Source: an optimization exercise on an open RTL-to-GDS flow (aim: small area, a short achievable clock period and few clock cycles). Production flows keep margins and buffers that such runs may drop.
Only simulation tests tie the RTL to the original design; equivalence was not proved.
Power is estimated from default activity; no workload was simulated.

$ cat flow/config.mk
export PLATFORM = sky130hd
export DESIGN_NAME = zeus_cpu
export DESIGN_NICKNAME = zeus_cpu
export VERILOG_FILES = /design/flow/design.v
export SDC_FILE = /design/flow/constraint.sdc
export NUM_CORES = 4
export LEC_CHECK = 0
export CAP_MARGIN = 5
export CORE_MARGIN = 2
export CORE_UTILIZATION = 40
export PLACE_DENSITY = 0.45
export SLEW_MARGIN = 5
$ cat flow/constraint.sdc
create_clock -name core_clock -period 105.0 [get_ports {clk}]
set_input_delay 21.0000 -clock core_clock [delete_from_list [all_inputs] [get_ports {clk}]]
set_output_delay 21.0000 -clock core_clock [all_outputs]
set_load 0.01 [all_outputs]
$ cat flow/design.v
module zeus_cpu (
	input         clk,
	input         rst,
	input  [15:0] entrada,
	input         confirma_bt,
	output [7:0]  imem_addr,
	input  [31:0] imem_rdata,
	output [7:0]  dmem_addr,
	output [31:0] dmem_wdata,
	output        dmem_we,
	output        dmem_re,
	input  [31:0] dmem_rdata,
	output        out_valid,
	output [31:0] out_data,
	output        halted
);
localparam [31:0] NOP = 32'hFC000000;
function [32:0] radd32;
	input [31:0] a, b;
	input        ci;
	integer i;
	reg c;
	begin
		c = ci;
		for (i = 0; i < 32; i = i + 1) begin
			radd32[i] = a[i] ^ b[i] ^ c;
			c = (a[i] & b[i]) | (c & (a[i] ^ b[i]));
		end
		radd32[32] = c;
	end
endfunction
function [32:0] ciadd32;
	input [31:0] a, b;
	input        ci;
	integer blk, i;
	reg c, bc, p, g;
	reg [3:0] s0;
	reg [31:0] s;
	begin
		c = ci;
		for (blk = 0; blk < 8; blk = blk + 1) begin
			g = (blk == 0) ? ci : 1'b0;
			for (i = 0; i < 4; i = i + 1) begin
				s0[i] = a[4*blk+i] ^ b[4*blk+i] ^ g;
				g = (a[4*blk+i] & b[4*blk+i]) | (g & (a[4*blk+i] ^ b[4*blk+i]));
			end
			if (blk == 0) begin
				s[3:0] = s0;
				c = g;
			end else begin
				p = 1'b1;
				for (i = 0; i < 4; i = i + 1) begin
					s[4*blk+i] = s0[i] ^ (c & p);
					p = p & s0[i];
				end
				c = g | (c & p);
			end
		end
		ciadd32 = {c, s};
	end
endfunction
function [3:0] hinib;
	input [31:0] v;
	begin
		if      (v[31:28] != 0) hinib = 4'd7;
		else if (v[27:24] != 0) hinib = 4'd6;
		else if (v[23:20] != 0) hinib = 4'd5;
		else if (v[19:16] != 0) hinib = 4'd4;
		else if (v[15:12] != 0) hinib = 4'd3;
		else if (v[11:8]  != 0) hinib = 4'd2;
		else if (v[7:4]   != 0) hinib = 4'd1;
		else if (v[3:0]   != 0) hinib = 4'd0;
		else                    hinib = 4'd8;
	end
endfunction
function [3:0] nibble;
	input [31:0] v;
	input [2:0]  i;
	begin
		case (i)
			3'd0: nibble = v[3:0];
			3'd1: nibble = v[7:4];
			3'd2: nibble = v[11:8];
			3'd3: nibble = v[15:12];
			3'd4: nibble = v[19:16];
			3'd5: nibble = v[23:20];
			3'd6: nibble = v[27:24];
			default: nibble = v[31:28];
		endcase
	end
endfunction
reg  [7:0]  pc;           
reg  [31:0] ir;           
reg         nv;           
reg         halted_r;
reg  [31:0] rf [0:31];
reg         busy;
reg  [2:0]  cnt;
reg  [31:0] acc;          
reg  [31:0] qr;           
wire [5:0] op    = nv ? NOP[31:26] : ir[31:26];
wire [4:0] rs_a  = ir[25:21];
wire [4:0] rt_a  = ir[20:16];
wire [4:0] rd_a  = ir[15:11];
wire [5:0] funct = ir[5:0];
wire [15:0] imm  = ir[15:0];
reg  [31:0] rs_v, rt_v;
integer ri;
always @* begin
	rs_v = 32'd0;
	rt_v = 32'd0;
	for (ri = 0; ri < 32; ri = ri + 1) begin
		rs_v = rs_v | (rf[ri] & {32{rs_a == ri}});
		rt_v = rt_v | (rf[ri] & {32{rt_a == ri}});
	end
end
wire op_r    = (op == 6'd0);
wire op_addi = (op == 6'd1);
wire op_beq  = (op == 6'd2) | (op == 6'd3);
wire op_lw   = (op == 6'd6);
wire op_sw   = (op == 6'd7);
wire op_j    = (op == 6'd8);
wire op_jr   = (op == 6'd10) | (op == 6'd16) | (op == 6'd17);
wire op_in   = (op == 6'd11);
wire op_out  = (op == 6'd12);
wire op_dly  = (op == 6'd13);
wire op_rec  = (op == 6'd18);
wire op_halt = (op == 6'd19);
wire f_and = op_r & (funct == 6'd2);
wire f_div = op_r & ((funct == 6'd3) | (funct == 6'd4));
wire f_mul = op_r & (funct == 6'd5);
wire f_nor = op_r & (funct == 6'd6);
wire f_xor = op_r & (funct == 6'd7);
wire f_or  = op_r & (funct == 6'd8);
wire f_slt = op_r & (funct == 6'd9);
wire f_sub = op_r & ((funct == 6'd10) | (funct == 6'd11));
wire do_sub = f_sub | f_slt | op_beq;
wire [31:0] b_op = (op_addi | op_lw | op_sw) ? {16'd0, imm} : rt_v;
wire [32:0] sum  = radd32(rs_v, b_op ^ {32{do_sub}}, do_sub);
wire sum_zero = (sum[31:0] == 32'd0);
reg [31:0] alu_res;
always @* begin
	if (f_and)      alu_res = rs_v & rt_v;
	else if (f_nor) alu_res = ~(rs_v | rt_v);
	else if (f_xor) alu_res = rs_v ^ rt_v;
	else if (f_or)  alu_res = rs_v | rt_v;
	else if (f_slt) alu_res = {31'd0, ~sum[32]};
	else            alu_res = sum[31:0];
end
wire [3:0] hn_s = hinib(rs_v);
wire [3:0] hn_t = hinib(rt_v);
wire [2:0] hm_s  = hn_s[3] ? 3'd0 : hn_s[2:0];
wire [2:0] hm_t  = hn_t[3] ? 3'd0 : hn_t[2:0];
wire       swap  = (hm_s < hm_t);
wire [2:0] hn_m  = swap ? hm_s : hm_t;
wire       dzero = hn_t[3];
wire [3:0] dd    = {1'b0, hn_s[2:0]} - {1'b0, hn_t[2:0]};
wire [2:0] kq    = (hn_s[3] | hn_t[3] | dd[3]) ? 3'd0 : dd[2:0];
wire [2:0] c = busy ? cnt : (f_mul ? hn_m : kq);
wire [3:0] nib_s = nibble(rs_v, c);
wire [3:0] nib_t = nibble(rt_v, c);
wire [3:0] nib_m = swap ? nib_s : nib_t;
wire [31:0] y_op = f_div ? ~rt_v : (swap ? rt_v : rs_v);
reg [31:0] r_init;
always @* begin
	case (kq)
		3'd0: r_init = rs_v >> 4;
		3'd1: r_init = rs_v >> 8;
		3'd2: r_init = rs_v >> 12;
		3'd3: r_init = rs_v >> 16;
		3'd4: r_init = rs_v >> 20;
		3'd5: r_init = rs_v >> 24;
		3'd6: r_init = rs_v >> 28;
		default: r_init = 32'd0;
	endcase
end
wire [31:0] r_in = busy ? acc : (f_div ? r_init : 32'd0);
reg [31:0] rr;
reg [3:0]  qn;
reg [32:0] dx;
reg [32:0] dt;
reg        sel;
integer k;
always @* begin
	rr = r_in;
	for (k = 3; k >= 0; k = k - 1) begin
		dx = {rr, f_div & nib_s[k]};
		dt = ciadd32(dx[31:0], y_op, f_div);
		qn[k] = dx[32] | dt[32];
		sel = f_div ? qn[k] : nib_m[k];
		rr = sel ? dt[31:0] : dx[31:0];
	end
end
wire [31:0] q_next  = busy ? {qr[27:0], qn} : {28'd0, qn};
wire [31:0] div_res = dzero ? 32'hFFFFFFFF : q_next;
wire md_more = (f_mul | f_div) & (c != 3'd0);
wire stall = md_more | (op_dly & ~confirma_bt);
wire taken = (op_beq | op_j) & sum_zero;
always @(posedge clk) begin
	nv <= rst;
	if (rst) begin
		pc       <= 8'd0;
		halted_r <= 1'b0;
	end else if (!halted_r && !stall) begin
		pc <= op_jr ? rs_v[7:0] : (taken ? imm[7:0] : pc + 8'd1);
		if (op_halt) halted_r <= 1'b1;
	end
	if (!halted_r && !stall)
		ir <= op_halt ? NOP : imem_rdata;
	busy <= md_more & ~rst;
	cnt  <= c - 3'd1;
	acc  <= rr;
	qr   <= q_next;
end
wire [4:0] wa = op_r ? rd_a : rt_a;
wire we = ((op_r & ~md_more) | op_addi | op_lw | op_in | op_rec);
reg [31:0] wd;
always @* begin
	if (op_lw)        wd = dmem_rdata;
	else if (op_in)   wd = {16'd0, entrada};
	else if (op_rec)  wd = 32'd0;
	else if (f_mul)   wd = rr;
	else if (f_div)   wd = div_res;
	else              wd = alu_res;
end
always @(posedge clk)
	if (we) rf[wa] <= wd;
assign imem_addr  = pc;
assign dmem_addr  = sum[7:0];
assign dmem_wdata = rt_v;
assign dmem_we    = op_sw & ~rst;
assign dmem_re    = 1'b1;
assign out_valid  = op_out & ~rst;
assign out_data   = rs_v;
assign halted     = halted_r;
endmodule
$ cat flow/flow/run.sh
#!/bin/bash
# The standard layout (standard.sh), with two layout choices changed:
#  - the port buffers are plain buf_2 cells instead of delay buffers;
#  - clock tree synthesis uses sink clusters of up to 22 flip-flops and no dummy loads.
set -euo pipefail
export BUFFER_PORTS_ARGS="-buffer_cell sky130_fd_sc_hd__buf_2"
export CTS_ARGS="-sink_clustering_enable -repair_clock_nets -dont_use_dummy_load -sink_clustering_size 22 -sink_clustering_max_diameter 100"
bash standard.sh finish > standard_finish.log 2>&1
$ cat flow/standard.sh
#!/bin/bash
# synth_recipe.tcl (not shown) runs the flow's synth.tcl, then flattens the netlist and writes it again
# the make line also repeats each setting of config.mk as NAME=value (left out here)
make -C /OpenROAD-flow-scripts/flow DESIGN_CONFIG=/design/flow/config.mk WORK_HOME=/design/flow/orfs CLKGATE_MAP_FILE= SYNTH_SCRIPT=/design/flow/synth_recipe.tcl "${@:-finish}"
==> impl_metrics.ini, run 1 <==
[timing]
rsz0062_at_grt = no
fin_tns_setup_ns = 0
fin_crit_ns = 42.63
period_share_pct = 40.6
slew_viol_final = 5
worst_hold_slack_ns = 0.451
hold_viol = 0
clock.fmax_mhz = 23.5
clock_skew_ns = 0.0867
setup-violations-final = 0
max_slew_margin_pct = -0.327
tightest_slew_ns = 1.50

[synthesis]
syn_inst = 5363
ys.flop_type = edfxtp_1
synth-async-reset-ratio_pct = 0
yosysSeqAreaShare_pct = 53.2
ys_ff_latch = 1130
synth_edf_count = 1056
yosys.cell_types.count = 107
syn_avg_cell_area_um2 = 11.6
netlist_area_um2 = 62400
ys_warn_count = 1

[clocking]
tritoncts = done
cts_resized = 0
clock_sinks = 1130
clock_path_buffers = 3
clk_latency_ns = 0.73
htreeDepth = 3
hold_buffers = 0
cts_buffers = 66
clkTransAtPathRegs_ns = 0.10
cts-root-buf = clkbuf_16
postCtsSetupBuffers = 0

[power]
finalPower_mw = 2.08
p_per_area_nw_per_um2 = 30.2
leakage_nw = 24.4
ir_drop_v = 0.0000315

[global_route]
grt_max_degree = 65
grt_pass1_vias = 52400
grtUsageTotal_pct = 46.2
grt-ovfl-total = 0
grt_pass1_wl_mm = 488
antenna_found_initial = 42

[setup_path]
cpMostUsedCell = buf_2
crit_arrival_ns = 21.63
critPathKind = in -> out
crit_required_ns = 84.00
worst-path-max-fanout = 13
cp-start-kind = input pin
endpoint_kind = primary output
worstPathCellList = buf_2 > nor3_1 > buf_2
slowest_delay_ns = 0.26
crit_family = buffers and inverters
crit_buf_inv = 2
slowest_stage = nor3_1

[die]
start_util_pct = 40.4
dieArea_um2 = 159000
core_um2 = 154000
fp.dieW_um = 399
die_y_um = 399
num_rows = 144
io_pins = 167

[drt]
wl_mm = 376
ant_nets = 0
viasPerCell = 7.61
drt-pass1-iter-count = 10
drc = 0
wl_per_cell_um = 50.0
num_vias = 57200
drt_iter0_drc = 11800

[final_layout]
n_fill_cell = 14300
layout_commonest_cell = edfxtp_1
regArea_um2 = 33200
finalInstanceArea_um2 = 68800
utilization_pct = 44.5
fin_nets = 5797
multi_input_area_um2 = 27700
drive_gt1_share_pct = 14.5
area_delta_synth_final_pct = 10.3
mostFrequentLayoutCells = 1,056 x edfxtp_1, 624 x a22oi_1, 279 x buf_4, 246 x and3_1, 235 x nand3_1

[hold_path]
hold_class = reg -> reg

[place]
port_buffers = 165
place.gp.congestion = 0.990
place_area_um2 = 67000
dp_hpwl_mm = 232

[flow_run]
drv_cap = 1

[run_status]
outcome = complete, but fails checks
so_faults = capacitance limit, slew limit
-- final timing paths --
check,startpoint,end,slack [ns],cells after the start
setup / recovery,rst,out_valid,62.37,3
hold / removal,qr[8],qr[12],0.45,1
setup reg to reg,ir[25],rf[23][30],71.47,106
hold reg to reg,qr[8],qr[12],0.45,1
-- through the flow --
stage          std cells  setup slack [ns]
2_1_floorplan       5363             62.56
3_3_place_gp        7424             62.30
3_5_place_dp        7424             62.36
4_1_cts             7490             62.35
5_1_grt             7493             62.33
6_report            7520             62.37
-- area by class of cell --
cell class              count  share of cell area [%]
diodes                     28                   0.102
flip-flops and latches   1130                    48.3
multi-input cells        3632                    40.2
repair buffers            448                    4.32
inverters                 172                   0.939
well taps                2044                    3.72
clock buffers              66                    2.40
-- metal layers --
metal | track usage (%) | routed length [µm]
met1 | 56.1 | 131000
met2 | 66.8 | 157000
met3 | 16.4 | 52600
met4 | 35.8 | 35300
met5 | 0.393 | 266
-- flip-flops by register name, summed over array words and instances (netlist names) --
register	flops
qr	28
halted_r	1
ir	32
nv	1
pc	8
busy	1
cnt	3
acc	32
rf	1024
-- where the power goes --
part | internal [mW] | switching, mW
Sequential | 0.657 | 0.00442
Clock | 0.113 | 0.159
Combinational | 0.382 | 0.761
Total | 1.15 | 0.924
-- cell usage after synthesis, types with 132 or more instances --
cell         n  share of area (%)
nand2_1    225                1.4
nor2_1     279                1.7
nand3_1    236                1.9
nand4_1    158                1.6
a22oi_1    624                7.5
ha_1       132                2.6
a21oi_1    180                1.4
and3_1     246                2.5
edfxtp_1  1056                 51
fa_1       132                4.2
clkbuf_1   319                1.9
inv_1      170                1.0
-- kinds of logic (layout without fill, tap and decap cells) --
| logic type | count (synthesis) | in the layout | share of synthesized area [%] |
|---|---|---|---|
| xor+xnor | 122 | 122 | 1.71 |
| fa+ha+maj | 264 | 264 | 6.89 |
| mux | 193 | 193 | 3.26 |
| flops | 1130 | 1130 | 53.2 |
| buf+inv | 601 | 686 | 3.86 |
| compound gates | 1455 | 1455 | 17.1 |
| other cells | 1 | 29 | 0.00601 |
| simple gates | 1597 | 1597 | 14.0 |
-- worst reg2reg max path, delay by kind of cell (launching register included) --
family,cells,cell delay (ns)
compound gates,40,10.10
fa+ha+maj,18,7.41
buf+inv,9,2.72
flops,1,0.34
mux,3,1.52
simple gates,36,10.96
Testbench counts, summed over its fixed seeds: cycles 51,593.
==> run 2, diff against run 1 <==
--- a/flow/design.v
+++ b/flow/design.v
@@ -1 +1,24 @@
+module Banco_Registradores (
+	input         clk,
+	input  [4:0]  ra,
+	input  [4:0]  rb,
+	input         we,
+	input  [4:0]  wa,
+	input  [31:0] wd,
+	output reg [31:0] qa,
+	output reg [31:0] qb
+);
+reg [31:0] rf [0:31];
+integer ri;
+always @* begin
+	qa = 32'd0;
+	qb = 32'd0;
+	for (ri = 0; ri < 32; ri = ri + 1) begin
+		qa = qa | (rf[ri] & {32{ra == ri}});
+		qb = qb | (rf[ri] & {32{rb == ri}});
+	end
+end
+always @(posedge clk)
+	if (we) rf[wa] <= wd;
+endmodule
 module zeus_cpu (
@@ -95,3 +118,2 @@
 reg         halted_r;
-reg  [31:0] rf [0:31];
 reg         busy;
@@ -106,12 +128,3 @@
 wire [15:0] imm  = ir[15:0];
-reg  [31:0] rs_v, rt_v;
-integer ri;
-always @* begin
-	rs_v = 32'd0;
-	rt_v = 32'd0;
-	for (ri = 0; ri < 32; ri = ri + 1) begin
-		rs_v = rs_v | (rf[ri] & {32{rs_a == ri}});
-		rt_v = rt_v | (rf[ri] & {32{rt_a == ri}});
-	end
-end
+wire [31:0] rs_v, rt_v;
 wire op_r    = (op == 6'd0);
@@ -225,4 +238,3 @@
 end
-always @(posedge clk)
-	if (we) rf[wa] <= wd;
+Banco_Registradores banco (.clk(clk), .ra(rs_a), .rb(rt_a), .we(we), .wa(wa), .wd(wd), .qa(rs_v), .qb(rt_v));
 assign imem_addr  = pc;
==> flow/flow/run.sh (replaced) <==
#!/bin/bash
# The standard layout (standard.sh), with two layout choices changed:
#  - the port buffers are plain buf_2 cells instead of delay buffers;
#  - clock tree synthesis uses sink clusters of up to 20 flip-flops and no dummy loads.
set -euo pipefail
export BUFFER_PORTS_ARGS="-buffer_cell sky130_fd_sc_hd__buf_2"
export CTS_ARGS="-sink_clustering_enable -repair_clock_nets -dont_use_dummy_load -sink_clustering_size 20 -sink_clustering_max_diameter 100"
bash standard.sh finish > standard_finish.log 2>&1
--- a/flow/config.mk
+++ b/flow/config.mk
@@ -7,3 +7,3 @@
 export LEC_CHECK = 0
-export CAP_MARGIN = 5
+export CAP_MARGIN = 20
 export CORE_MARGIN = 2
@@ -11,2 +11,4 @@
 export PLACE_DENSITY = 0.45
-export SLEW_MARGIN = 5
+export SLEW_MARGIN = 20
+export SYNTH_HIERARCHICAL = 1
+export SYNTH_MINIMUM_KEEP_SIZE = 0
==> run 2 against run 1 <==
Now clean on timing, DRC and antenna. Worst hold slack worse by 0.013 ns. Die area down 1.2%. Utilization down 0.49 points. Area after synthesis down 1.2%. Critical endpoint is now dmem_we. Largest cell class unchanged.
==> impl_metrics.ini, run 2 <==
[run_status]
outcome = no timing/DRC/antenna violations

[clocking]
cts_resized = 0
hold_buffers = 0
cts_buffers = 69
clock_sinks = 1130
tritoncts = done
postCtsSetupBuffers = 0
clock_path_buffers = 3
clk_latency_ns = 0.74
clkTransAtPathRegs_ns = 0.08
cts-root-buf = clkbuf_16
htreeDepth = 3

[timing]
fin_crit_ns = 42.71
period_share_pct = 40.7
hold_viol = 0
rsz0062_at_grt = no
tightest_slew_ns = 1.16
setup-violations-final = 0
fin_tns_setup_ns = 0
clock_skew_ns = 0.0939
clock.fmax_mhz = 23.4
max_slew_margin_pct = 22.3
slew_viol_final = 0
finalWorstSetupSlack_ns = 62.29

[global_route]
grtUsageTotal_pct = 40.3
grt_max_degree = 65
antenna_found_initial = 16
grt_pass1_vias = 49600
grt-ovfl-total = 0
grt_pass1_wl_mm = 430

[die]
die_y_um = 396
core_um2 = 154000
start_util_pct = 40.1
fp.dieW_um = 396
io_pins = 167
num_rows = 144
dieArea_um2 = 157000

[flow_run]
drv_cap = 0

[power]
switching_share_pct = 45.4
p_seq_share_pct = 30.5
p_per_area_nw_per_um2 = 29.3
finalPower_mw = 1.98
ir_drop_v = 0.0000347
clkPwrFrac_pct = 13.9
p_int_mw = 1.08
power_switching_mw = 0.900
leakage_nw = 24.2
combPwrFrac_pct = 55.7

[synthesis]
synth_edf_count = 1056
yosysSeqAreaShare_pct = 53.9
synth-async-reset-ratio_pct = 0
ys_ff_latch = 1130
ys_warn_count = 8
netlist_area_um2 = 61600
synth_top_area_cell = edfxtp_1
yosys-top-cells-count = 1,056 x edfxtp_1, 644 x a22oi_1, 327 x clkbuf_1, 287 x and3_1, 223 x nand2_1
synth_area_leaders = edfxtp_1 51%, a22oi_1 7.8%, fa_1 4.3%
syn_inst = 5201
yosys.cell_types.count = 95
syn_avg_cell_area_um2 = 11.8
ys.flop_type = edfxtp_1
synth.top_cell.area_share_pct = 51.5
yosysMostFrequentCell = edfxtp_1

[setup_path]
slowest_stage = buf_2
crit_arrival_ns = 21.71
crit_buf_inv = 2
r2r-start = ir[22]
worst_r2r_path_depth = 95
critPathKind = in -> out
endpoint_kind = primary output
cpMostUsedCell = buf_2
ff2ff_setup_slack_ns = 72.33
worst-path-max-fanout = 13
slowest_delay_ns = 0.19
worstReg2RegEnd = banco.rf[2][11]
worstPathCellList = buf_2 > nand3b_1 > nor3_1 > buf_2
cp.depth = 4
crit_required_ns = 84.00
crit_family = simple AND/OR/NAND/NOR gates
cp-start-kind = input pin

[final_layout]
drive_gt1_share_pct = 13.3
n_fill_cell = 14400
largest_registers = banco.rf x1024, acc x32, ir x32
largest_reg_flops = 1024
fin_nets = 5614
top_register = banco.rf
mostFrequentLayoutCells = 1,056 x edfxtp_1, 644 x a22oi_1, 286 x and3_1, 253 x buf_4, 223 x nand2_1
layout_commonest_cell = edfxtp_1
area_delta_synth_final_pct = 9.75

[place]
dp_hpwl_mm = 198
dp_slack_ns = 62.27
place.gp.congestion = 0.944
port_buffers = 165

[drt]
drt-pass1-iter-count = 9
num_vias = 52200
wl_mm = 324
drc = 0
wl_per_cell_um = 44.3
ant_nets = 0
drt_iter0_drc = 8737
viasPerCell = 7.13

[hold_path]
hold_depth = 1
min_from = qr[7]
hold_end = qr[11]
hold_class = reg -> reg
[run 2: final cells by class]
cell class	count	area [µm²]	area share (%)
sequential	1130	33200	49.1
multi-input combinational	3463	26700	39.5
timing repair buffer	418	2730	4.03
tap	2044	2560	3.78
clock buffer	69	1730	2.55
inverter	185	694	1.03
antenna	13	32.5	0.0481
[run 2: Yosys stat by module, one instance, submodules excluded]
module | cells | flops+latches | cell area [µm²]
Banco_Registradores | 3084 | 1024 | 44400
zeus_cpu | 2117 | 106 | 17200
[run 2: power groups by stage]
stage               Combinational [mW]  Clock [mW]  Sequential, mW
finish                            1.10       0.275           0.605
global route                      1.19       0.291           0.606
CTS                               1.09       0.276           0.604
detailed placement                1.08           0           0.615
global placement                  1.07           0           0.615
floorplan                        0.674           0           0.615
[run 2: layer usage]
layer	vias to the layer above	share of wire, %	GRT usage (%)
li1	20600	-	-
met4	2	7.5	25.7
met3	1062	12	10.3
met1	26300	36	49.9
met5	-	0.0040	0
met2	4223	45	62.6
[run 2: kinds of logic (layout without fill, tap and decap cells)]
family	count (synthesis)	in the layout	synth area share [%]
other	1	14	0.00609
AO/OA/AOI/OAI	1521	1521	17.8
adder cells (fa/ha/maj)	264	264	6.97
AND/OR/NAND/NOR	1355	1355	12.2
XOR/XNOR	112	112	1.59
flip-flops	1130	1130	53.9
buffers and inverters	608	672	4.03
multiplexers	210	210	3.54
[run 2: stage by stage]
step	std cells	hold WS, ns	utilization (%)	instance area [µm²]
after detailed placement	7240	0.448	42.9	65800
after CTS	7309	0.446	44.0	67600
final	7322	0.438	44.0	67600
after floorplan	5201	0.435	-	61600
after global routing	7309	0.455	44.0	67600
after global placement	7240	0.444	42.9	65800
[run 2: worst max path at each step]
stage	from	endpoint	slack, ns
after floorplan	rst	dmem_we	62.58
after global placement	rst	dmem_we	62.22
after detailed placement	rst	dmem_we	62.27
after CTS	rst	dmem_we	62.26
after global routing	rst	dmem_we	62.19
final	rst	dmem_we	62.29
Testbench counts of run 2, summed over its fixed seeds: cycles 51,593.
==> run 3, diff against run 2 <==
--- a/flow/design.v
+++ b/flow/design.v
@@ -2,4 +2,4 @@
 	input         clk,
-	input  [4:0]  ra,
-	input  [4:0]  rb,
+	input  [31:0] sa,       
+	input  [31:0] sb,       
 	input         we,
@@ -16,4 +16,4 @@
 	for (ri = 0; ri < 32; ri = ri + 1) begin
-		qa = qa | (rf[ri] & {32{ra == ri}});
-		qb = qb | (rf[ri] & {32{rb == ri}});
+		qa = qa | (rf[ri] & {32{sa[ri]}});
+		qb = qb | (rf[ri] & {32{sb[ri]}});
 	end
@@ -22,2 +22,8 @@
 	if (we) rf[wa] <= wd;
+endmodule
+module Mux_5b (
+	input  [4:0]  a,
+	output [31:0] oh
+);
+assign oh = 32'd1 << a;
 endmodule
@@ -238,3 +244,6 @@
 end
-Banco_Registradores banco (.clk(clk), .ra(rs_a), .rb(rt_a), .we(we), .wa(wa), .wd(wd), .qa(rs_v), .qb(rt_v));
+wire [31:0] sel_s, sel_t;
+Mux_5b dec_s (.a(rs_a), .oh(sel_s));
+Mux_5b dec_t (.a(rt_a), .oh(sel_t));
+Banco_Registradores banco (.clk(clk), .sa(sel_s), .sb(sel_t), .we(we), .wa(wa), .wd(wd), .qa(rs_v), .qb(rt_v));
 assign imem_addr  = pc;
==> run 3 against run 2 <==
Still clean. Utilization up 0.50 points. Sequential power up 9.1%. Global-route usage down 7.6 points. Die area down 3.0%. Setup slack better by 0.037 ns. Wire length down 22%. Critical path type unchanged. Largest cell class unchanged. Largest power group unchanged. Highest routed layer unchanged.
==> impl_metrics.ini, run 3 <==
[run_status]
outcome = no timing/DRC/antenna violations

[setup_path]
cp.depth = 3
slowest_delay_ns = 0.30
slowest_stage = nor4_1
worstPathCellList = buf_2 > nor4_1 > buf_2
worst-path-max-fanout = 13
crit_arrival_ns = 21.68
critPathKind = in -> out
r2r-start = ir[23]
ff2ff_setup_slack_ns = 74.98
crit_family = buffers and inverters
crit_path_end = out_valid
worstReg2RegEnd = banco.rf[4][20]
crit_buf_inv = 2
cp-start-kind = input pin
worst_r2r_path_depth = 83
crit_required_ns = 84.00
worstSetupStartpoint = rst
endpoint_kind = primary output
cpMostUsedCell = buf_2

[synthesis]
synth_adder_area_share_pct = 7.19
muxShareOfSynthArea_pct = 2.34
synth_top_area_cell = edfxtp_1
synth_edf_count = 1056
netlist_area_um2 = 59700
synth-async-reset-ratio_pct = 0
synth-simple-area-share_pct = 9.82
ys_ff_latch = 1130
yosysMostFrequentCell = a22oi_1
yosys-top-cells-count = 1,058 x a22oi_1, 1,056 x edfxtp_1, 268 x nand4_1, 245 x nor2_1, 243 x clkbuf_1
syn_avg_cell_area_um2 = 12.3
synthXorXnorAreaFrac_pct = 1.66
synth-compound-area-share_pct = 19.7
yosysSeqAreaShare_pct = 55.6
ys_warn_count = 8
syn_inst = 4870
yosys.cell_types.count = 99
synth_area_leaders = edfxtp_1 53%, a22oi_1 13%, fa_1 4.4%
synth_top_family_by_area = compound AO/OA/AOI/OAI gates
ys.flop_type = edfxtp_1
synth.top_cell.area_share_pct = 53.1

[global_route]
antenna_found_initial = 17
grt_max_degree = 65
grt-ovfl-total = 0
grt_pass1_vias = 44200
grtUsageTotal_pct = 32.7
grt_pass1_wl_mm = 351

[flow_run]
drv_cap = 0

[place]
place.gp.congestion = 0.922
port_buffers = 165
dp_hpwl_mm = 168
dp_slack_ns = 62.34

[drt]
drt_iter0_drc = 5599
ant_nets = 0
drc = 0
num_vias = 46400
wl_mm = 254
viasPerCell = 6.71
drt-pass1-iter-count = 6
wl_per_cell_um = 36.8

[final_layout]
area_delta_synth_final_pct = 10.3
largest_registers = banco.rf x1024, acc x32, ir x32
drive_gt1_share_pct = 13.7
mostFrequentLayoutCells = 1,058 x a22oi_1, 1,056 x edfxtp_1, 268 x nand4_1, 217 x buf_4, 182 x nand2_1
layout_commonest_cell = a22oi_1
top_register = banco.rf
largest_reg_flops = 1024
fin_nets = 5331

[timing]
max_slew_margin_pct = 23.8
period_share_pct = 40.6
clock_skew_ns = 0.0991
slew_viol_final = 0
tightest_slew_ns = 1.13
clock.fmax_mhz = 23.4
hold_viol = 0
finalWorstSetupSlack_ns = 62.32
fin_tns_setup_ns = 0
setup-violations-final = 0
fin_crit_ns = 42.68
rsz0062_at_grt = no

[clocking]
clkTransAtPathRegs_ns = 0.09
clock_sinks = 1130
clock_path_buffers = 3
cts_buffers = 72
tritoncts = done
cts-root-buf = clkbuf_16
postCtsSetupBuffers = 0
hold_buffers = 0
htreeDepth = 3
cts_resized = 0
clk_latency_ns = 0.73

[hold_path]
hold_depth = 1
hold_class = reg -> reg

[power]
leakage_nw = 22.0
ir_drop_v = 0.0000317
p_per_area_nw_per_um2 = 31.7

[die]
core_um2 = 148000
fp.dieW_um = 390
num_rows = 141
die_y_um = 390
io_pins = 167
start_util_pct = 40.4
dieArea_um2 = 152000
[run 3: worst min path at each step]
stage	startpoint	to	slack [ns]
after floorplan	qr[16]	qr[20]	0.43
after global placement	qr[5]	qr[9]	0.44
after detailed placement	qr[22]	qr[26]	0.44
after CTS	qr[11]	qr[15]	0.41
after global routing	qr[11]	qr[15]	0.43
final	qr[11]	qr[15]	0.42
[run 3: modules after synthesis (local to each module, per instance)]
module,flip-flops and latches,cells
Banco_Registradores,1024,2606
zeus_cpu,106,2170
Mux_5b,0,47
[run 3: routing by layer]
metal | share of wire (%) | up-vias | track usage [%]
met5 | 0.031 | - | 0
met3 | 8.8 | 482 | 7.15
li1 | - | 19700 | -
met4 | 5.0 | 12 | 14.6
met2 | 45 | 2319 | 50.5
met1 | 41 | 23900 | 44.2
[run 3: cell families after synthesis]
| kind of cell | count (synthesis) |
|---|---|
| DFF | 1130 |
| other | 1 |
| xor gates and xnor gates | 113 |
| buffers and inverters | 523 |
| AOI/OAI and AO/OA | 1638 |
| and+or+nand+nor | 1069 |
| adders and majority gates | 264 |
| muxes | 132 |
[run 3: cell type report]
| cell class | instances | area (µm²) |
|---|---|---|
| antenna | 6 | 15.0 |
| sequential | 1130 | 33200 |
| fill | 13700 | 82100 |
| timing repair buffer | 382 | 2450 |
| tap | 1930 | 2410 |
| multi-input combinational | 3217 | 25400 |
| inverter | 181 | 679 |
| clock buffer | 72 | 1800 |
[run 3: power breakdown]
part / switching [mW] / internal [mW] / leakage, nW
clock network: 0.152 / 0.122 / 0.887
logic: 0.770 / 0.388 / 11.0
registers: 0.00503 / 0.655 / 10.1
[run 3: stage by stage]
stage	cells	utilization [%]	power (mW)	hold slack, ns	cell area [µm²]
final	6918	44.5	2.09	0.420	65900
after global routing	6912	44.5	2.20	0.432	65900
after CTS	6912	44.5	2.09	0.415	65900
after detailed placement	6840	43.3	1.81	0.441	64100
after global placement	6840	43.3	1.80	0.442	64100
after floorplan	4870	-	1.38	0.429	59700
Testbench counts of run 3, summed over its fixed seeds: cycles 51,593.
==> run 4, diff against run 3 <==
--- a/flow/design.v
+++ b/flow/design.v
@@ -123,2 +123,4 @@
 reg         nv;           
+reg         sw_r;         
+reg         out_r;        
 reg         halted_r;
@@ -184,3 +186,3 @@
 always @* begin
-	case (kq)
+	case (f_div ? kq : 3'd7)
 		3'd0: r_init = rs_v >> 4;
@@ -195,3 +197,3 @@
 end
-wire [31:0] r_in = busy ? acc : (f_div ? r_init : 32'd0);
+wire [31:0] r_in = busy ? acc : r_init;
 reg [31:0] rr;
@@ -219,11 +221,19 @@
 	nv <= rst;
-	if (rst) begin
-		pc       <= 8'd0;
+	if (rst)
 		halted_r <= 1'b0;
-	end else if (!halted_r && !stall) begin
+	else if (!halted_r && !stall && op_halt)
+		halted_r <= 1'b1;
+	if (nv)
+		pc <= 8'd1;          
+	else if (!halted_r && !stall)
 		pc <= op_jr ? rs_v[7:0] : (taken ? imm[7:0] : pc + 8'd1);
-		if (op_halt) halted_r <= 1'b1;
-	end
 	if (!halted_r && !stall)
 		ir <= op_halt ? NOP : imem_rdata;
+	if (rst) begin
+		sw_r  <= 1'b0;
+		out_r <= 1'b0;
+	end else if (!halted_r && !stall) begin
+		sw_r  <= ~op_halt & (imem_rdata[31:26] == 6'd7);
+		out_r <= ~op_halt & (imem_rdata[31:26] == 6'd12);
+	end
 	busy <= md_more & ~rst;
@@ -248,8 +258,8 @@
 Banco_Registradores banco (.clk(clk), .sa(sel_s), .sb(sel_t), .we(we), .wa(wa), .wd(wd), .qa(rs_v), .qb(rt_v));
-assign imem_addr  = pc;
+assign imem_addr  = nv ? 8'd0 : pc;
 assign dmem_addr  = sum[7:0];
 assign dmem_wdata = rt_v;
-assign dmem_we    = op_sw & ~rst;
+assign dmem_we    = sw_r & ~rst;
 assign dmem_re    = 1'b1;
-assign out_valid  = op_out & ~rst;
+assign out_valid  = out_r & ~rst;
 assign out_data   = rs_v;
==> run 4 against run 3 <==
Area after synthesis fell by 0.39%. Cell count down 0.46%. Utilization down 0.20 points. Sequential power decreased by 4.7%. Clock skew shrank 0.015 ns. Flip-flop and latch count rose by 2. First-iteration DRC count up 11%. Critical path depth unchanged. Total power is 5.0% lower. Wire length grew 3.4%. Global-route usage rose by 1.4 points. Die area shrank 0.38%.
==> impl_metrics.ini, run 4 <==
[setup_path]
endpoint_kind = primary output
crit_buf_inv = 2
crit_required_ns = 84.00
cp-start-kind = input pin
cpMostUsedCell = buf_2
crit_arrival_ns = 21.44
crit_family = buffers and inverters
slowest_stage = buf_2
worstPathCellList = buf_2 > nor2b_1 > buf_2
worst-path-max-fanout = 7
critPathKind = in -> out
slowest_delay_ns = 0.16

[power]
power_switching_mw = 0.875
switching_share_pct = 44.0
p_seq_share_pct = 31.6
p_int_mw = 1.11
p_per_area_nw_per_um2 = 30.4
ir_drop_v = 0.0000284
clkPwrFrac_pct = 13.7
combPwrFrac_pct = 54.6
leakage_nw = 21.5

[drt]
drt_iter0_drc = 6222
wl_mm = 263
viasPerCell = 6.78
ant_nets = 0
wl_per_cell_um = 38.2
drt-pass1-iter-count = 8
drc = 0
num_vias = 46700

[synthesis]
synth-async-reset-ratio_pct = 0
yosys.cell_types.count = 83
syn_inst = 4844
synth_edf_count = 1056
yosys-top-cells-count = 1,059 x a22oi_1, 1,056 x edfxtp_1, 269 x nand4_1, 239 x clkbuf_1, 210 x nor2_1
synth_top_area_cell = edfxtp_1
synth.top_cell.area_share_pct = 53.3
ys_warn_count = 8
netlist_area_um2 = 59500
ys_ff_latch = 1132
ys.flop_type = edfxtp_1
yosysMostFrequentCell = a22oi_1
yosysSeqAreaShare_pct = 55.8
syn_avg_cell_area_um2 = 12.3
synth_area_leaders = edfxtp_1 53%, a22oi_1 13%, fa_1 4.4%

[timing]
setup-violations-final = 0
rsz0062_at_grt = no
fin_crit_ns = 42.44
clock.fmax_mhz = 23.6
fin_tns_setup_ns = 0
hold_viol = 0
max_slew_margin_pct = 12.0
worst_hold_slack_ns = 0.462
tightest_slew_ns = 1.31
slew_viol_final = 0
clock_skew_ns = 0.0838
period_share_pct = 40.4

[final_layout]
layout_commonest_cell = a22oi_1
largest_reg_flops = 1024
utilization_pct = 44.3
instances_no_fill = 6886
mostFrequentLayoutCells = 1,059 x a22oi_1, 1,056 x edfxtp_1, 269 x nand4_1, 215 x buf_4, 196 x nand2_1
n_fill_cell = 13700
area_delta_synth_final_pct = 10.0
top_register = banco.rf
fin_nets = 5292
drive_gt1_share_pct = 13.2
largest_registers = banco.rf x1024, acc x32, ir x32
finalInstanceArea_um2 = 65500

[clocking]
tritoncts = done
cts_resized = 0
htreeDepth = 3
clk_latency_ns = 0.71
postCtsSetupBuffers = 0
cts_buffers = 71
clock_path_buffers = 3
cts-root-buf = clkbuf_16
clkTransAtPathRegs_ns = 0.07
clock_sinks = 1132
hold_buffers = 0

[global_route]
grt_pass1_vias = 44800
grtUsageTotal_pct = 34.1
grt-ovfl-total = 0
antenna_found_initial = 20
grt_pass1_wl_mm = 363
grt_max_degree = 65

[die]
num_rows = 141
start_util_pct = 40.3
die_y_um = 390
io_pins = 167
fp.dieW_um = 390
dieArea_um2 = 152000
core_um2 = 148000

[place]
place.gp.congestion = 0.908
port_buffers = 165
place_area_um2 = 63700
dp_cells = 6802
dp_hpwl_mm = 171

[hold_path]
hold_class = reg -> reg

[flow_run]
drv_cap = 0

[run_status]
outcome = no timing/DRC/antenna violations
## run 4: cells by family after synthesis
family                   after synthesis  synth area share, %
XOR/XNOR                             111                 1.63
AND/OR/NAND/NOR                     1045                 9.51
flip-flops                          1132                 55.8
multiplexers                         124                 2.19
buffers and inverters                535                 3.79
adder cells (fa/ha/maj)              264                 7.22
AO/OA/AOI/OAI                       1632                 19.8
other                                  1              0.00630
## run 4: final cells by class
class | instances | area, µm² | area share [%]
inverter | 183 | 687 | 1.05
clock buffer | 71 | 1780 | 2.71
antenna | 13 | 32.5 | 0.0497
multi-input combinational | 3177 | 24900 | 38.0
timing repair buffer | 380 | 2440 | 3.73
sequential | 1132 | 33200 | 50.8
tap | 1930 | 2410 | 3.69
## run 4: final timing paths
path / from / to / slack [ns] / depth (start not counted)
max: rst / dmem_we / 62.56 / 3
min: qr[19] / qr[23] / 0.46 / 1
max reg2reg: ir[18] / banco.rf[23][15] / 75.18 / 83
min reg2reg: qr[19] / qr[23] / 0.46 / 1
## run 4: Yosys stat by module (local to each module, per instance)
module	copies in the design	area [µm²]	cells	flip-flops and latches
Mux_5b	2	214	47	0
Banco_Registradores	1	41700	2606	1024
zeus_cpu	1	17400	2144	108
## run 4: power by group through the flow
stage               combinational, mW  clock [mW]  sequential [mW]
floorplan                       0.676           0            0.638
global placement                 1.06           0            0.639
detailed placement               1.07           0            0.639
CTS                              1.07       0.277            0.629
global route                     1.18       0.291            0.630
finish                           1.09       0.273            0.629
## run 4: layer usage
layer	track usage, %	wire, µm	vias to the layer above	part of all wire, %
met5	0	23	-	0.0087
met4	11.7	10100	4	3.8
met3	7.30	25500	452	9.7
met2	52.2	117000	2492	45
met1	47.9	110000	24100	42
li1	-	-	19600	-
## run 4: metrics by stage
stage	power, mW	setup WS, ns
detailed placement	1.71	62.57
global route	2.10	62.54
global placement	1.70	62.52
CTS	1.98	62.57
floorplan	1.31	62.82
finish	1.99	62.56
Testbench counts of run 4, summed over its fixed seeds: cycles 51,593.
==> run 5, diff against run 4 <==
--- a/flow/design.v
+++ b/flow/design.v
@@ -7,17 +7,31 @@
 	input  [31:0] wd,
-	output reg [31:0] qa,
-	output reg [31:0] qb
-);
-reg [31:0] rf [0:31];
-integer ri;
-always @* begin
-	qa = 32'd0;
-	qb = 32'd0;
-	for (ri = 0; ri < 32; ri = ri + 1) begin
-		qa = qa | (rf[ri] & {32{sa[ri]}});
-		qb = qb | (rf[ri] & {32{sb[ri]}});
-	end
-end
+	output [31:0] qa,
+	output [31:0] qb
+);
+reg  [31:0] rf [0:31];
+wire [10:0] ga [0:31];
+wire [10:0] gb [0:31];
+wire [32:0] sa1 = {1'b0, sa};
+wire [32:0] sb1 = {1'b0, sb};
+genvar j, g;
+generate
+	for (j = 0; j < 32; j = j + 1) begin : bit_
+		for (g = 0; g < 11; g = g + 1) begin : grp
+			wire [2:0] d = {(3*g+2 < 32) ? rf[(3*g+2)%32][j] : 1'b0, rf[3*g+1][j], rf[3*g][j]};
+			Mux_32b ua (.d(d), .s(sa1[3*g+2:3*g]), .y(ga[j][g]));
+			Mux_32b ub (.d(d), .s(sb1[3*g+2:3*g]), .y(gb[j][g]));
+		end
+		assign qa[j] = ~&ga[j];
+		assign qb[j] = ~&gb[j];
+	end
+endgenerate
 always @(posedge clk)
 	if (we) rf[wa] <= wd;
+endmodule
+module Mux_32b (
+	input  [2:0] d,
+	input  [2:0] s,
+	output       y
+);
+assign y = ~|(d & s);
 endmodule
==> run 5 against run 4 <==
Worst hold slack worse by 0.050 ns. Register-to-register slack worse by 2.0 ns. Sequential power is 11% higher. Still clean on timing, DRC and antenna. Utilization is 0.95 points higher. Clock skew is 0.036 ns higher. Wire length is 3.1% lower. Highest routed layer unchanged. Cell area is 0.99% lower.
==> impl_metrics.ini, run 5 <==
[synthesis]
syn_avg_cell_area_um2 = 13.4
syn_inst = 4280
ys_ff_latch = 1132
ys_warn_count = 8
synth-async-reset-ratio_pct = 0
yosys.cell_types.count = 92
synth_edf_count = 1056
ys.flop_type = edfxtp_1
yosysSeqAreaShare_pct = 57.7
netlist_area_um2 = 57600
synth.top_cell.area_share_pct = 55.1
synth_area_leaders = edfxtp_1 55%, a222oi_1 12%, fa_1 4.6%
synth_top_area_cell = edfxtp_1
yosys-top-cells-count = 1,056 x edfxtp_1, 715 x a222oi_1, 219 x nor2_1, 187 x inv_1, 171 x nand2_1
yosysMostFrequentCell = edfxtp_1

[global_route]
antenna_found_initial = 6
grtUsageTotal_pct = 34.0
grt-ovfl-total = 0
grt_pass1_vias = 43500
grt_pass1_wl_mm = 348
grt_max_degree = 72

[setup_path]
crit_arrival_ns = 21.40
crit_buf_inv = 2
endpoint_kind = primary output
worst_r2r_path_depth = 87
critPathKind = in -> out
ff2ff_setup_slack_ns = 73.14
worst-path-max-fanout = 7
cp-start-kind = input pin
slowest_delay_ns = 0.14
slowest_stage = buf_2
cpMostUsedCell = buf_2
worstPathCellList = buf_2 > nor2b_1 > buf_2
cp.depth = 3
crit_family = buffers and inverters
crit_required_ns = 84.00

[final_layout]
area_delta_synth_final_pct = 12.6
drive_gt1_share_pct = 13.9
fin_nets = 5055
layout_commonest_cell = edfxtp_1
mostFrequentLayoutCells = 1,056 x edfxtp_1, 715 x a222oi_1, 212 x buf_4, 187 x inv_1, 170 x nand2_1
largest_reg_flops = 1024
top_register = banco.rf
largest_registers = banco.rf x1024, acc x32, ir x32

[power]
ir_drop_v = 0.0000680
p_per_area_nw_per_um2 = 31.1
leakage_nw = 22.3

[drt]
drc = 0
wl_per_cell_um = 38.6
ant_nets = 0
drt-pass1-iter-count = 11
drt_iter0_drc = 7784
num_vias = 45300
viasPerCell = 6.85
wl_mm = 255

[die]
io_pins = 167
core_um2 = 143000
start_util_pct = 40.2
fp.dieW_um = 383
dieArea_um2 = 147000
die_y_um = 383
num_rows = 139

[timing]
slew_viol_final = 0
tightest_slew_ns = 1.29
fin_crit_ns = 42.40
finalWorstSetupSlack_ns = 62.60
hold_viol = 0
period_share_pct = 40.4
clock.fmax_mhz = 23.6
max_slew_margin_pct = 13.3
clock_skew_ns = 0.120
rsz0062_at_grt = no
fin_tns_setup_ns = 0
setup-violations-final = 0

[hold_path]
hold_class = reg -> reg
hold_depth = 1

[place]
dp_hpwl_mm = 163
place.gp.congestion = 0.972
port_buffers = 165
dp_slack_ns = 62.59

[run_status]
outcome = no timing/DRC/antenna violations

[clocking]
hold_buffers = 0
clkTransAtPathRegs_ns = 0.09
clock_sinks = 1132
clk_latency_ns = 0.71
clock_path_buffers = 3
tritoncts = done
cts_buffers = 70
cts-root-buf = clkbuf_16
htreeDepth = 3
postCtsSetupBuffers = 0
cts_resized = 0

[flow_run]
drv_cap = 0
## run 5: Yosys stat by module, one instance, submodules excluded
module / cell area (µm²) / cells
Mux_5b: 214 / 47
Banco_Registradores: 32500 / 1326
zeus_cpu: 17600 / 2156
Mux_32b: 10.0 / 1
## run 5: through the flow
stage / hold slack [ns] / area [µm²] / total power [mW] / cells / utilization, %
after global routing: 0.427 / 64800 / 2.13 / 6609 / 45.3
after CTS: 0.406 / 64800 / 2.02 / 6609 / 45.3
after detailed placement: 0.422 / 63000 / 1.75 / 6539 / 44.0
after global placement: 0.417 / 63000 / 1.74 / 6537 / 44.0
final: 0.412 / 64800 / 2.02 / 6614 / 45.3
after floorplan: 0.409 / 58000 / 1.34 / 4407 / -
## run 5: per-layer routing
layer  up-vias  part of all wire [%]  GRT usage (%)
li1      19100                     -              -
met5         -                0.0067              0
met4         2                   7.2           21.5
met2      2571                    46           53.9
met1     23200                    38           43.6
met3       518                   9.0           5.10
## run 5: logic make-up (layout without fill, tap and decap cells)
logic type | after synthesis | after routing | synth area share, %
muxes | 147 | 147 | 2.68
buffers and inverters | 338 | 637 | 2.31
adders and majority gates | 264 | 264 | 7.46
DFF | 1132 | 1132 | 57.7
other | 2 | 134 | 0.0130
AOI/OAI and AO/OA | 1297 | 1297 | 19.0
xor gates and xnor gates | 117 | 117 | 1.78
and+or+nand+nor | 983 | 983 | 9.02
## run 5: layout make-up
| type | instances | area, µm² |
|---|---|---|
| fillers | 13000 | 78300 |
| flip-flops and latches | 1132 | 33200 |
| inverters | 188 | 706 |
| repair buffers | 379 | 2440 |
| clock buffers | 70 | 1750 |
| diodes | 5 | 12.5 |
| well taps | 1903 | 2380 |
| multi-input cells | 2937 | 24300 |
## run 5: where the power goes
part	switching, mW	internal, mW
Combinational	0.709	0.340
Clock	0.149	0.119
Sequential	0.00595	0.695
## run 5: path summary, 6_finish.rpt
check | start | end
worst max-delay path | rst | dmem_we
worst min-delay path | qr[11] | qr[15]
worst max register to register | ir[23] | banco.rf[1][26]
worst min register to register | qr[11] | qr[15]
Testbench counts of run 5, summed over its fixed seeds: cycles 51,593.
==> run 6, diff against run 5 <==
--- a/flow/config.mk
+++ b/flow/config.mk
@@ -10,3 +10,3 @@
 export CORE_UTILIZATION = 40
-export PLACE_DENSITY = 0.45
+export PLACE_DENSITY = 0.6
 export SLEW_MARGIN = 20
==> run 6 against run 5 <==
Still clean. Clock power decreased by 3%. Count of clock-buffer cells in the layout decreased by 2. First-iteration DRC count increased by 23%. Worst hold slack got worse by 0.0058 ns. Fmax about the same. Via count increased by 1.8%. Critical path depth unchanged. Sequential share of layout area increased by 0.19 points. Cell area decreased by 0.37%. Total power decreased by 1.2%. Critical endpoint unchanged.
==> impl_metrics.ini, run 6 <==
[run_status]
outcome = no timing/DRC/antenna violations

[final_layout]
mostFrequentLayoutCells = 1,056 x edfxtp_1, 715 x a222oi_1, 199 x buf_4, 187 x inv_1, 171 x nand2_1
drive_gt1_share_pct = 13.7
largest_registers = banco.rf x1024, acc x32, ir x32
layout_commonest_cell = edfxtp_1
fin_nets = 5040
top_register = banco.rf
n_fill_cell = 12800
area_delta_synth_final_pct = 12.2
largest_reg_flops = 1024

[drt]
drc = 0
ant_nets = 0
wl_mm = 233
wl_per_cell_um = 35.3
drt-pass1-iter-count = 14
viasPerCell = 6.99
num_vias = 46100
drt_iter0_drc = 9550

[global_route]
grt_pass1_vias = 44400
grt_pass1_wl_mm = 323
grt-ovfl-total = 0
antenna_found_initial = 12
grtUsageTotal_pct = 30.8
grt_max_degree = 72

[clocking]
clk_latency_ns = 0.69
cts_buffers = 68
tritoncts = done
cts_resized = 0
hold_buffers = 0
htreeDepth = 3
postCtsSetupBuffers = 0
clock_sinks = 1132
clkTransAtPathRegs_ns = 0.08
cts-root-buf = clkbuf_16
clock_path_buffers = 3

[hold_path]
hold_depth = 2
hold_end = qr[5]
min_from = qr[1]
hold_class = reg -> reg

[timing]
fin_tns_setup_ns = 0
max_slew_margin_pct = 21.5
fin_crit_ns = 42.40
clock.fmax_mhz = 23.6
slew_viol_final = 0
setup-violations-final = 0
period_share_pct = 40.4
tightest_slew_ns = 1.18
clock_skew_ns = 0.128
hold_viol = 0
rsz0062_at_grt = no

[setup_path]
cpMostUsedCell = buf_2
ff2ff_setup_slack_ns = 72.94
critPathKind = in -> out
r2r-start = ir[25]
crit_buf_inv = 2
crit_arrival_ns = 21.40
worst-path-max-fanout = 7
crit_family = buffers and inverters
endpoint_kind = primary output
worstPathCellList = buf_2 > nor2b_1 > buf_2
slowest_delay_ns = 0.15
cp-start-kind = input pin
slowest_stage = buf_2
worst_r2r_path_depth = 84
worstReg2RegEnd = banco.rf[3][17]
worstSetupStartpoint = rst
crit_required_ns = 84.00

[power]
finalPower_mw = 1.99
p_per_area_nw_per_um2 = 30.9
ir_drop_v = 0.0000423
leakage_nw = 22.2

[synthesis]
synth_top_family_by_area = compound AO/OA/AOI/OAI gates
yosysMostFrequentCell = edfxtp_1
ys.flop_type = edfxtp_1
synthXorXnorAreaFrac_pct = 1.78
yosys.cell_types.count = 92
yosys-top-cells-count = 1,056 x edfxtp_1, 715 x a222oi_1, 219 x nor2_1, 187 x inv_1, 171 x nand2_1
synth-compound-area-share_pct = 19.0
muxShareOfSynthArea_pct = 2.68
yosysSeqAreaShare_pct = 57.7
ys_warn_count = 8
synth_area_leaders = edfxtp_1 55%, a222oi_1 12%, fa_1 4.6%
syn_avg_cell_area_um2 = 13.4
synth-async-reset-ratio_pct = 0
synth_top_area_cell = edfxtp_1
syn_inst = 4280
synth_edf_count = 1056
netlist_area_um2 = 57600
synth.top_cell.area_share_pct = 55.1
synth_adder_area_share_pct = 7.46
synth-simple-area-share_pct = 9.02
ys_ff_latch = 1132

[flow_run]
drv_cap = 0

[die]
core_um2 = 143000
num_rows = 139
die_y_um = 383
dieArea_um2 = 147000
io_pins = 167
start_util_pct = 40.2
fp.dieW_um = 383

[place]
place.gp.congestion = 0.947
dp_hpwl_mm = 150
port_buffers = 165
[run 6: metrics by stage]
stage                     cells  instance area (µm²)  utilization (%)  hold WS [ns]  worst slack [ns]
after floorplan            4407                58000                -         0.409             62.82
after global placement     6523                62800             43.9         0.418             62.60
after detailed placement   6525                62800             43.9         0.424             62.59
after CTS                  6593                64500             45.1         0.395             62.59
after global routing       6595                64600             45.1         0.419             62.56
final                      6597                64600             45.1         0.406             62.60
[run 6: area by class of cell]
class                   instances  area, µm²  area share, %
flip-flops and latches       1132      33200           51.5
multi-input cells            2937      24200           37.4
well taps                    1903       2380           3.69
repair buffers                366       2370           3.67
clock buffers                  68       1700           2.63
inverters                     188        706           1.09
diodes                          3       7.51         0.0116
[run 6: routing by layer]
metal,vias to the layer above,wire (µm),part of all wire (%),GRT usage (%)
met3,721,31600,14,7.57
met2,3575,102000,44,46.7
met1,22800,80900,35,38.9
met5,-,94,0.040,0
met4,12,18000,7.7,20.7
li1,19000,-,-,-
[run 6: modules after synthesis (local to each module, per instance)]
module	area [µm²]	flops+latches	copies in the design	cells inside
Banco_Registradores	32500	1024	1	1326
Mux_32b	10.0	0	704	1
zeus_cpu	17600	108	1	2156
Mux_5b	214	0	2	47
[run 6: worst max path at each step]
stage	to	slack (ns)	cells past startpoint
2_1_floorplan	dmem_we	62.82	1
3_3_place_gp	out_valid	62.60	3
3_5_place_dp	dmem_we	62.59	3
4_1_cts	dmem_we	62.59	3
5_1_grt	dmem_we	62.56	3
6_report	dmem_we	62.60	3
[run 6: cell families after synthesis]
group / count (synthesis)
xor+xnor: 117
mux: 147
other cells: 2
flops: 1132
buf+inv: 338
compound gates: 1297
simple gates: 983
fa+ha+maj: 264
[run 6: report_power, final]
group	total [mW]	internal, mW	switching (mW)
logic	1.03	0.334	0.700
registers	0.700	0.696	0.00449
clock network	0.259	0.115	0.143
total	1.99	1.15	0.847
[run 6: worst reg2reg max path: cells and delay by family (launching register included)]
| kind | cells | cell delay (ns) |
|---|---|---|
| compound gates | 32 | 10.91 |
| buf+inv | 7 | 1.92 |
| fa+ha+maj | 15 | 6.25 |
| flops | 1 | 0.43 |
| mux | 4 | 1.55 |
| simple gates | 26 | 10.60 |
==> run 7, diff against run 6 <==
--- a/flow/config.mk
+++ b/flow/config.mk
@@ -9,4 +9,4 @@
 export CORE_MARGIN = 2
-export CORE_UTILIZATION = 40
-export PLACE_DENSITY = 0.6
+export CORE_UTILIZATION = 50
+export PLACE_DENSITY = 0.55
 export SLEW_MARGIN = 20
==> run 7 against run 6 <==
Die area fell by 20%. Worst hold slack improved by 0.015 ns. Highest routed layer is now met4. Area after synthesis did not move. Total power rose by 1.4%. Critical endpoint is now out_valid. Setup slack improved by 0.015 ns. Clock power barely moved. Cell area fell by 0.59%. Combinational power barely moved. Wire length rose by 2.0%. First-iteration DRC count fell by 7.7%. Largest power group unchanged.
==> impl_metrics.ini, run 7 <==
[timing]
worst_hold_slack_ns = 0.421
hold_viol = 0
rsz0062_at_grt = no
setup-violations-final = 0
clock.fmax_mhz = 23.6
fin_crit_ns = 42.39
period_share_pct = 40.4
slew_viol_final = 0
clock_skew_ns = 0.0978
tightest_slew_ns = 1.23
max_slew_margin_pct = 17.2
fin_tns_setup_ns = 0

[global_route]
grt_max_degree = 70
grtUsageTotal_pct = 39.6
grt_pass1_wl_mm = 327
grt_pass1_vias = 43800
antenna_found_initial = 6
grt-ovfl-total = 0

[die]
start_util_pct = 50.4
core_um2 = 114000
io_pins = 167
num_rows = 124
dieArea_um2 = 118000
fp.dieW_um = 343
die_y_um = 343

[run_status]
outcome = no timing/DRC/antenna violations

[clocking]
tritoncts = done
postCtsSetupBuffers = 0
cts-root-buf = clkbuf_16
clk_latency_ns = 0.69
clkTransAtPathRegs_ns = 0.10
cts_buffers = 69
hold_buffers = 0
clock_sinks = 1132
htreeDepth = 3
clock_path_buffers = 3
cts_resized = 0

[synthesis]
yosys.cell_types.count = 92
netlist_area_um2 = 57600
synth_top_area_cell = edfxtp_1
synth-async-reset-ratio_pct = 0
synth_area_leaders = edfxtp_1 55%, a222oi_1 12%, fa_1 4.6%
ys.flop_type = edfxtp_1
synth_edf_count = 1056
yosysSeqAreaShare_pct = 57.7
ys_warn_count = 8
ys_ff_latch = 1132
yosysMostFrequentCell = edfxtp_1
yosys-top-cells-count = 1,056 x edfxtp_1, 715 x a222oi_1, 219 x nor2_1, 187 x inv_1, 171 x nand2_1
syn_avg_cell_area_um2 = 13.4
syn_inst = 4280
synth.top_cell.area_share_pct = 55.1

[drt]
wl_per_cell_um = 38.2
viasPerCell = 7.40
drt-pass1-iter-count = 12
drc = 0
wl_mm = 237
ant_nets = 0
num_vias = 46000
drt_iter0_drc = 8811

[power]
p_per_area_nw_per_um2 = 31.5
ir_drop_v = 0.0000588
leakage_nw = 22.3

[setup_path]
cpMostUsedCell = buf_2
slowest_delay_ns = 0.14
slowest_stage = buf_2
critPathKind = in -> out
crit_family = buffers and inverters
endpoint_kind = primary output
worst-path-max-fanout = 7
cp-start-kind = input pin
crit_buf_inv = 2
crit_required_ns = 84.00
crit_arrival_ns = 21.39
worstPathCellList = buf_2 > nor2b_1 > buf_2

[final_layout]
largest_registers = banco.rf x1024, acc x32, ir x32
top_register = banco.rf
drive_gt1_share_pct = 13.6
layout_commonest_cell = edfxtp_1
mostFrequentLayoutCells = 1,056 x edfxtp_1, 715 x a222oi_1, 202 x buf_4, 187 x inv_1, 171 x nand2_1
fin_nets = 5044
largest_reg_flops = 1024
area_delta_synth_final_pct = 11.5
n_fill_cell = 9681

[place]
port_buffers = 165
dp_hpwl_mm = 151
place.gp.congestion = 1.00

[hold_path]
hold_class = reg -> reg

[flow_run]
drv_cap = 0
==> run 7: Yosys stat by module (local to each module, per instance) <==
| module | cell area (µm²) | cells |
|---|---|---|
| zeus_cpu | 17600 | 2156 |
| Banco_Registradores | 32500 | 1326 |
| Mux_32b | 10.0 | 1 |
| Mux_5b | 214 | 47 |
==> run 7: power by group <==
group          switching [mW]  internal, mW
clock                   0.145         0.117
sequential            0.00476         0.695
combinational           0.720         0.339
==> run 7: final timing paths <==
path,start,endpoint,slack [ns],cells past startpoint
worst max-delay path,rst,out_valid,62.61,3
worst min-delay path,qr[4],qr[8],0.42,2
worst max register to register,ir[25],banco.rf[29][19],74.05,84
worst min register to register,qr[4],qr[8],0.42,2
==> run 7: cell families (layout without fill, tap and decap cells) <==
logic type      count (synthesis)  in the layout  share of synthesized area, %
compound gates               1297           1297                          19.0
flops                        1132           1132                          57.7
simple gates                  983            983                          9.02
buf+inv                       338            626                          2.31
fa+ha+maj                     264            264                          7.46
mux                           147            147                          2.68
xor+xnor                      117            117                          1.78
other cells                     2            137                        0.0130
==> run 7: stage by stage <==
| step | cells | total power, mW | util [%] | setup slack, ns | instance area (µm²) |
|---|---|---|---|---|---|
| final | 6215 | 2.02 | 56.2 | 62.61 | 64200 |
| after global routing | 6207 | 2.11 | 56.2 | 62.58 | 64200 |
| after CTS | 6205 | 2.00 | 56.2 | 62.61 | 64200 |
| after detailed placement | 6136 | 1.75 | 54.7 | 62.61 | 62400 |
| after global placement | 6135 | 1.73 | 54.7 | 62.62 | 62400 |
| after floorplan | 4407 | 1.34 | - | 62.82 | 58000 |
==> run 7: per-layer routing <==
metal	global-route usage (%)	routed length (µm)	up-vias	share of wire (%)
li1	-	-	19000	-
met1	49.7	82100	23000	35
met2	61.5	107000	3304	45
met3	8.26	28500	662	12
met4	28.1	19600	0	8.2
met5	0	0	-	0
==> run 7: final cells by class <==
class                   instances  area [µm²]  share of cell area [%]
flip-flops and latches       1132       33200                    51.8
multi-input cells            2937       24300                    37.8
repair buffers                369        2360                    3.67
well taps                    1512        1890                    2.95
clock buffers                  69        1730                    2.69
inverters                     188         706                    1.10
diodes                          8        20.0                  0.0312
==> run 7: worst reg2reg max path, delay by kind of cell (launching register included) <==
family	cells	cell delay, ns
multiplexers	6	1.85
AO/OA/AOI/OAI	32	10.97
AND/OR/NAND/NOR	25	9.75
buffers and inverters	6	1.50
flip-flops	1	0.41
adder cells (fa/ha/maj)	15	6.06
==> run 8, diff against run 7 <==
==> flow/flow/run.sh (replaced) <==
#!/bin/bash
# The standard layout (standard.sh), with these layout choices changed:
#  - the port buffers are plain buf_2 cells instead of delay buffers;
#  - clock tree synthesis uses clkbuf_8 buffers, sink clusters of up to
#    12 flip-flops and no dummy loads.
set -euo pipefail
export BUFFER_PORTS_ARGS="-buffer_cell sky130_fd_sc_hd__buf_2"
export CTS_ARGS="-sink_clustering_enable -repair_clock_nets -dont_use_dummy_load -sink_clustering_size 12 -sink_clustering_max_diameter 80 -buf_list sky130_fd_sc_hd__clkbuf_8"
bash standard.sh finish > standard_finish.log 2>&1
--- a/flow/config.mk
+++ b/flow/config.mk
@@ -9,4 +9,4 @@
 export CORE_MARGIN = 2
-export CORE_UTILIZATION = 50
-export PLACE_DENSITY = 0.55
+export CORE_UTILIZATION = 40
+export PLACE_DENSITY = 0.6
 export SLEW_MARGIN = 20
==> run 8 against run 7 <==
Still clean on timing, DRC and antenna. Fmax about the same. Utilization shrank 11 points. Die area rose by 25%. Clock power shrank 11%. Setup slack lost 0.015 ns. Combinational power barely moved. Register-to-register slack worse by 1.0 ns. Total power down 2.6%. Count of clock-buffer cells in the layout is 37 higher.
==> impl_metrics.ini, run 8 <==
[clocking]
htreeDepth = 3
cts_resized = 0
hold_buffers = 0
clock_path_buffers = 3
postCtsSetupBuffers = 0
cts-root-buf = clkbuf_8
cts_buffers = 106
clock_sinks = 1132
clk_latency_ns = 0.83
clkTransAtPathRegs_ns = 0.06
tritoncts = done

[final_layout]
instances_no_fill = 6636
mostFrequentLayoutCells = 1,056 x edfxtp_1, 715 x a222oi_1, 199 x buf_4, 187 x inv_1, 171 x nand2_1
drive_gt1_share_pct = 14.4
area_delta_synth_final_pct = 11.8
n_fill_cell = 12800
top_register = banco.rf
multi_input_area_um2 = 24200
regArea_um2 = 33200
largest_registers = banco.rf x1024, acc x32, ir x32
layout_commonest_cell = edfxtp_1
utilization_pct = 45.0
largest_reg_flops = 1024
fin_nets = 5078

[synthesis]
synth-simple-area-share_pct = 9.02
yosysSeqAreaShare_pct = 57.7
ys.flop_type = edfxtp_1
synth_adder_area_share_pct = 7.46
synth_edf_count = 1056
ys_warn_count = 8
yosys-top-cells-count = 1,056 x edfxtp_1, 715 x a222oi_1, 219 x nor2_1, 187 x inv_1, 171 x nand2_1
yosys.cell_types.count = 92
muxShareOfSynthArea_pct = 2.68
synth_top_area_cell = edfxtp_1
synthXorXnorAreaFrac_pct = 1.78
synth-compound-area-share_pct = 19.0
synth-async-reset-ratio_pct = 0
netlist_area_um2 = 57600
yosysMostFrequentCell = edfxtp_1
syn_avg_cell_area_um2 = 13.4
synth.top_cell.area_share_pct = 55.1
synth_area_leaders = edfxtp_1 55%, a222oi_1 12%, fa_1 4.6%
syn_inst = 4280
ys_ff_latch = 1132
synth_top_family_by_area = compound AO/OA/AOI/OAI gates

[place]
dp_hpwl_mm = 150
dp_cells = 6525
place.gp.congestion = 0.947
port_buffers = 165

[timing]
setup-violations-final = 0
clock.fmax_mhz = 23.6
fin_tns_setup_ns = 0
worst_hold_slack_ns = 0.444
tightest_slew_ns = 1.15
clock_skew_ns = 0.103
period_share_pct = 40.4
max_slew_margin_pct = 23.0
rsz0062_at_grt = no
slew_viol_final = 0
fin_crit_ns = 42.40
hold_viol = 0

[die]
num_rows = 139
core_um2 = 143000
start_util_pct = 40.2
dieArea_um2 = 147000
fp.dieW_um = 383
io_pins = 167
die_y_um = 383

[setup_path]
endpoint_kind = primary output
cp-start-kind = input pin
cpMostUsedCell = buf_2
ff2ff_setup_slack_ns = 73.01
crit_arrival_ns = 21.40
worst-path-max-fanout = 7
slowest_delay_ns = 0.15
worstPathCellList = buf_2 > nor2b_1 > buf_2
crit_required_ns = 84.00
slowest_stage = buf_2
worstReg2RegEnd = banco.rf[28][17]
critPathKind = in -> out
r2r-start = ir[25]
worst_r2r_path_depth = 84

[drt]
ant_nets = 0
num_vias = 46400
viasPerCell = 6.99
wl_per_cell_um = 35.2
drt-pass1-iter-count = 13
drt_iter0_drc = 9249
drc = 0
wl_mm = 233

[power]
p_per_area_nw_per_um2 = 30.6
finalPower_mw = 1.97
leakage_nw = 22.2
ir_drop_v = 0.0000428

[flow_run]
drv_cap = 0

[run_status]
outcome = no timing/DRC/antenna violations

[global_route]
grt_max_degree = 72
grt-ovfl-total = 0
grt_pass1_vias = 44500
antenna_found_initial = 13
grtUsageTotal_pct = 30.8
grt_pass1_wl_mm = 323

[hold_path]
min_from = qr[2]
hold_class = reg -> reg
hold_depth = 2
hold_end = qr[6]
==> run 8: cell types whose count changed in the layout (fill, tap and decap cells not counted), moves of 2 or more <==
cell	before	now
buf_4	202	199
nor2_2	7	25
clkbuf_8	0	106
clkbuf_16	69	0
a21o_2	0	5
diode_2	8	4
a21o_1	20	15
clkbuf_4	2	0
nor2_4	91	74
==> run 8: where the power goes <==
part           total (mW)  switching [mW]  internal (mW)
combinational        1.03           0.700          0.334
sequential          0.700         0.00447          0.696
clock               0.233           0.144         0.0893
total                1.97           0.849           1.12
==> run 8: worst max-delay path, delay by kind of cell <==
family,cells,cell delay [ns]
buffers and inverters,2,0.29
AND/OR/NAND/NOR,1,0.11
==> run 8: cell families (layout without fill, tap and decap cells) <==
group	Yosys count	in the layout
adders and majority gates	264	264
xor gates and xnor gates	117	117
AOI/OAI and AO/OA	1297	1297
DFF	1132	1132
other	2	133
and+or+nand+nor	983	983
muxes	147	147
buffers and inverters	338	660
==> run 8: worst max path at each step <==
| stage | from | endpoint | depth (start not counted) | slack [ns] |
|---|---|---|---|---|
| floorplan | rst | dmem_we | 1 | 62.82 |
| global placement | rst | out_valid | 3 | 62.60 |
| detailed placement | rst | dmem_we | 3 | 62.59 |
| CTS | rst | dmem_we | 3 | 62.59 |
| global route | rst | dmem_we | 3 | 62.56 |
| finish | rst | dmem_we | 3 | 62.60 |
==> run 8: through the flow <==
step,setup slack (ns),instance area (µm²)
final,62.60,64300
after global routing,62.56,64300
after CTS,62.59,64300
after detailed placement,62.59,62800
after global placement,62.60,62800
after floorplan,62.82,58000
==> run 8: per-module statistics from Yosys (local to each module, per instance) <==
module,cells inside,times used
Mux_32b,1,704
Banco_Registradores,1326,1
zeus_cpu,2156,1
Mux_5b,47,2
==> run 8: routing by layer <==
layer	routed length (µm)	up-vias	global-route usage, %
met4	18000	14	20.7
met1	81500	22900	38.8
met3	31500	745	8.21
met5	112	-	0
met2	102000	3623	46.7
li1	-	19100	-
==> run 8: cell type report <==
| cell class | instances | share of cell area (%) |
|---|---|---|
| multi-input cells | 2937 | 37.6 |
| inverters | 188 | 1.10 |
| clock buffers | 106 | 2.27 |
| flip-flops and latches | 1132 | 51.7 |
| repair buffers | 366 | 3.68 |
| well taps | 1903 | 3.70 |
| diodes | 4 | 0.0156 |

==> port drivers added, routing unchanged <==
The flow's constraints put no driver on any port. The routed layouts listed below were extracted and timed again, unchanged, in two steps.
Step 1 sets driving cells, clkbuf_16 on the clock port and buf_2 on the other inputs (assumed; they add their load-dependent delay and slew).
Step 2 also shifts input and output timing later by t, the mid clock arrival at the registers, as if the neighbouring blocks saw the same clock.
Slacks: ideal ports / drivers / drivers and shift; pairs: ideal ports / drivers.
| run | t (ns) | slack for setup (ns) |
|---|---|---|
| run 1 | 0.765 | 62.372 / 62.353 / 62.353 |
| run 2 | 0.781 | 62.287 / 62.270 / 62.270 |
| run 3 | 0.760 | 62.324 / 62.306 / 62.306 |
| run 4 | 0.751 | 62.563 / 62.542 / 62.542 |
| run 5 | 0.727 | 62.597 / 62.574 / 62.574 |
| run 6 | 0.702 | 62.600 / 62.576 / 62.576 |
| run 7 | 0.720 | 62.615 / 62.596 / 62.596 |
| run 8 | 0.852 | 62.600 / 62.576 / 62.576 |
